From an optimization exercise on the open Yosys and OpenROAD flow, aimed at small area, a short achievable clock period and few clock cycles; shortcuts taken in it are not production practice. Where RTL was checked, it was by simulation tests only, not by an equivalence proof against the original.

==> v20 <==
## aoc_day2
module aoc_day2 (
    input         clock,
    input         reset,
    input  [63:0] data_value,
    input         data_valid,
    output        data_ready,
    output        result_valid,
    output [63:0] result_value
);
clock: 5.0 ns
lec_check: 0
abc_area: 1
cap_margin: 20
core_margin: 2
core_utilization: 40
setup_slack_margin: 1.2
slew_margin: 20
synth_hierarchical: 1
synth_minimum_keep_size: 0
run.sh (not shown) runs the stock make flow with config.mk's settings and CLKGATE_MAP_FILE= SYNTH_SCRIPT=/design/flow/synth_recipe.tcl, a recipe that flattens the netlist after the stock synthesis.
==> v8 (differences from v20) <==
--- a/flow/config.mk
+++ b/flow/config.mk
@@ -9,7 +9,7 @@
 export CAP_MARGIN = 20
 export CORE_MARGIN = 2
 export CORE_UTILIZATION = 40
-export SETUP_SLACK_MARGIN = 1.2
+export SETUP_SLACK_MARGIN = 1.0
 export SLEW_MARGIN = 20
 export SYNTH_HIERARCHICAL = 1
 export SYNTH_MINIMUM_KEEP_SIZE = 0
==> v5 (differences from v20) <==
--- a/flow/config.mk
+++ b/flow/config.mk
@@ -5,11 +5,10 @@
 export SDC_FILE = /design/flow/constraint.sdc
 export NUM_CORES = 4
 export LEC_CHECK = 0
-export ABC_AREA = 1
 export CAP_MARGIN = 20
 export CORE_MARGIN = 2
 export CORE_UTILIZATION = 40
-export SETUP_SLACK_MARGIN = 1.2
+export SETUP_SLACK_MARGIN = 1.6
 export SLEW_MARGIN = 20
 export SYNTH_HIERARCHICAL = 1
 export SYNTH_MINIMUM_KEEP_SIZE = 0
==> qor summary <==
X dimension of the die: v5 351 µm; v8 365 µm; v20 365 µm
Final Non-Filler Cells: v5 7751; v8 9524; v20 9527
Synth Cell Area: v5 48000 µm²; v8 52100 µm²; v20 52100 µm²
Share of cell area taken by multi-input logic gates: v5 0.611; v8 0.596; v20 0.600
Routed wire length per instance: v5 16.7 µm; v8 14.9 µm; v20 15.0 µm
Source of the worst hold timing path: v5 p_e; v8 c1_n[3]; v20 c1_n[3]
Hold Crit Endpoint: v5 q_e; v8 c2_n[3]; v20 c2_n[3]
Worst R2R Setup Slack: v5 710 ps; v8 1230 ps; v20 1280 ps
Vias per cell: v5 5.23; v8 4.88; v20 4.91
Met2 GRT Util: v5 0.362; v8 0.359; v20 0.360
Crit-path most repeated cell: v5 sky130_fd_sc_hd__a21o_1; v8 sky130_fd_sc_hd__nand2_2; v20 sky130_fd_sc_hd__nand2_2
Area occupied by multi-input gates: v5 38800 µm²; v8 34800 µm²; v20 35400 µm²
Most common cell after layout, fill and taps aside: v5 sky130_fd_sc_hd__inv_1; v8 sky130_fd_sc_hd__nand2_1; v20 sky130_fd_sc_hd__nand2_1
Area of the die: v5 123000 µm²; v8 133000 µm²; v20 133000 µm²
Status: v5 finished clean; v8 finished clean; v20 finished clean
CP peak stage delay: v5 340 ps; v8 380 ps; v20 360 ps
Testbench counts of v20, summed over its fixed seeds: cycles 464.
Testbench counts of v8, summed over its fixed seeds: cycles 464.
Testbench counts of v5, summed over its fixed seeds: cycles 464.

========
==> trial 48 <==
aoc_day2, a different RTL version from the one above (not shown whole).
==> flow/design.v (excerpt) <==
module aoc_day2 (
    input         clock,
    input         reset,
    input  [63:0] data_value,
    input         data_valid,
    output        data_ready,
    output        result_valid,
    output [63:0] result_value
);
    localparam [16:0] CUT = 17'b01010101010101010;
    reg ready_q;
    reg phase;           
    always @(posedge clock) begin
        if (reset) begin
            ready_q <= 1'b0;
            phase   <= 1'b0;
        end else begin
            ready_q <= 1'b1;
            if (data_valid && ready_q) phase <= ~phase;
        end
    end
    assign data_ready = ready_q;
    wire [33:0] a_n = data_value[33:0];
    wire [9:0] ge;
    assign ge[0] = a_n >= 34'd10;
    assign ge[1] = a_n >= 34'd100;
    assign ge[2] = a_n >= 34'd1000;
    assign ge[3] = a_n >= 34'd10000;
    assign ge[4] = a_n >= 34'd100000;
    assign ge[5] = a_n >= 34'd1000000;
    assign ge[6] = a_n >= 34'd10000000;
    assign ge[7] = a_n >= 34'd100000000;
    assign ge[8] = a_n >= 34'd1000000000;
    assign ge[9] = a_n >= 34'd10000000000;
    wire [3:0] a_dg = ge[9] ? 4'd10 : ge[8] ? 4'd9 : ge[7] ? 4'd8 :
                      ge[6] ? 4'd7 : ge[5] ? 4'd6 : ge[4] ? 4'd5 :
                      ge[3] ? 4'd4 : ge[2] ? 4'd3 : ge[1] ? 4'd2 :
                      ge[0] ? 4'd1 : 4'd0;
    wire [28:0] a_sh = ge[8] ? a_n[33:5] : ge[6] ? a_n[32:4] :
                       ge[4] ? a_n[31:3] : ge[2] ? a_n[30:2] : a_n[29:1];
    reg        b_v, b_e;
    reg [3:0]  b_dg;
    reg [28:0] b_sh;
    reg [4:0]  b_lo;
    always @(posedge clock) begin
        b_v  <= ~reset & data_valid & ready_q;
        b_e  <= phase;
        b_dg <= a_dg;
        b_sh <= a_sh;
        b_lo <= a_n[4:0];
    end
    function [11:0] divisor_of;
        input [3:0] dg;
        divisor_of = (dg <= 4'd2) ? 12'd5 :
                     (dg <= 4'd4) ? 12'd25 :
                     (dg <= 4'd6) ? 12'd125 :
                     (dg <= 4'd8) ? 12'd625 : 12'd3125;
    endfunction
    wire        s_v   [0:17];
    wire        s_e   [0:17];
    wire [3:0]  s_dg  [0:17];
    wire [4:0]  s_lo  [0:17];
    wire [28:0] s_n   [0:17];
    wire [11:0] s_rem [0:17];
    wire [16:0] s_quo [0:17];
  ...
clock: 5.0 ns
lec_check: 0
cap_margin: 20
core_margin: 2
core_utilization: 40
slew_margin: 20
==> build 89: changes against trial 48 <==
GPL_TIMING_DRIVEN = 0   (was not set)
==> qor summary <==
| item | build 89 | trial 48 |
|---|---|---|
| Buffers outside the clock class | 412 | 430 |
| Final Core Density | 0.475 | 0.471 |
| Start point of the worst min-delay path | b_sh[14] | div[9].cut.quo_q[8] |
| Slowest cell on crit path | sky130_fd_sc_hd__dfxtp_4 | sky130_fd_sc_hd__fa_1 |
| Register Area | 12600 um2 | 12500 um2 |
| Largest stage delay, worst path | 370 ps | 500 ps |
| Launch point of the worst reg-to-reg path | div[7].cut.dg_q[0] | u_b1 |
| Post-placement cell area | 48400 um2 | 50100 um2 |
| Minimum setup slack after placement | -1190 ps | -20.9 ps |
| Buf+Inv Stages, Crit Path | 6 | 5 |
| Worst slew slack as a fraction of its limit | 0.354 | 0.398 |
| Outcome | complete, no violations | complete, no violations |
| Via Count | 36101 | 35081 |
No functional check of the RTL was part of any run of this note.

==> what the ideal ports hide <==
The results above use ideal ports. As a check the final layouts listed here were re-extracted and re-timed, cells and wires unchanged. Step 1 (the two cells are an assumption about what drives the block):
set clk [get_ports {clock}]
set_driving_cell -lib_cell sky130_fd_sc_hd__clkbuf_16 $clk
set_driving_cell -lib_cell sky130_fd_sc_hd__buf_2 [delete_from_list [all_inputs] $clk]
Step 2 moves the port delays by t, midway between the first and last clock arrival at a register: inputs arrive t later, outputs are due t later. That takes back most of the time a late clock gives input paths. Three values: ideal, step 1, step 2; two values: the first two.
run	t (ns)	slack for setup (ns)	worst setup path at the end	slew at the worst register clock pin (ns)
v20	0.740	1.278 / 1.278 / 1.278	register to register	0.07 / 0.07
v8	0.738	1.232 / 1.232 / 1.232	register to register	0.07 / 0.07
v5	0.724	0.707 / 0.707 / 0.707	register to register	0.07 / 0.07
trial 48	0.673	0.198 / 0.198 / 0.198	register to register	0.06 / 0.06
build 89	0.688	0.124 / 0.124 / 0.124	register to register	0.07 / 0.07
After both steps every run listed still meets setup and hold.
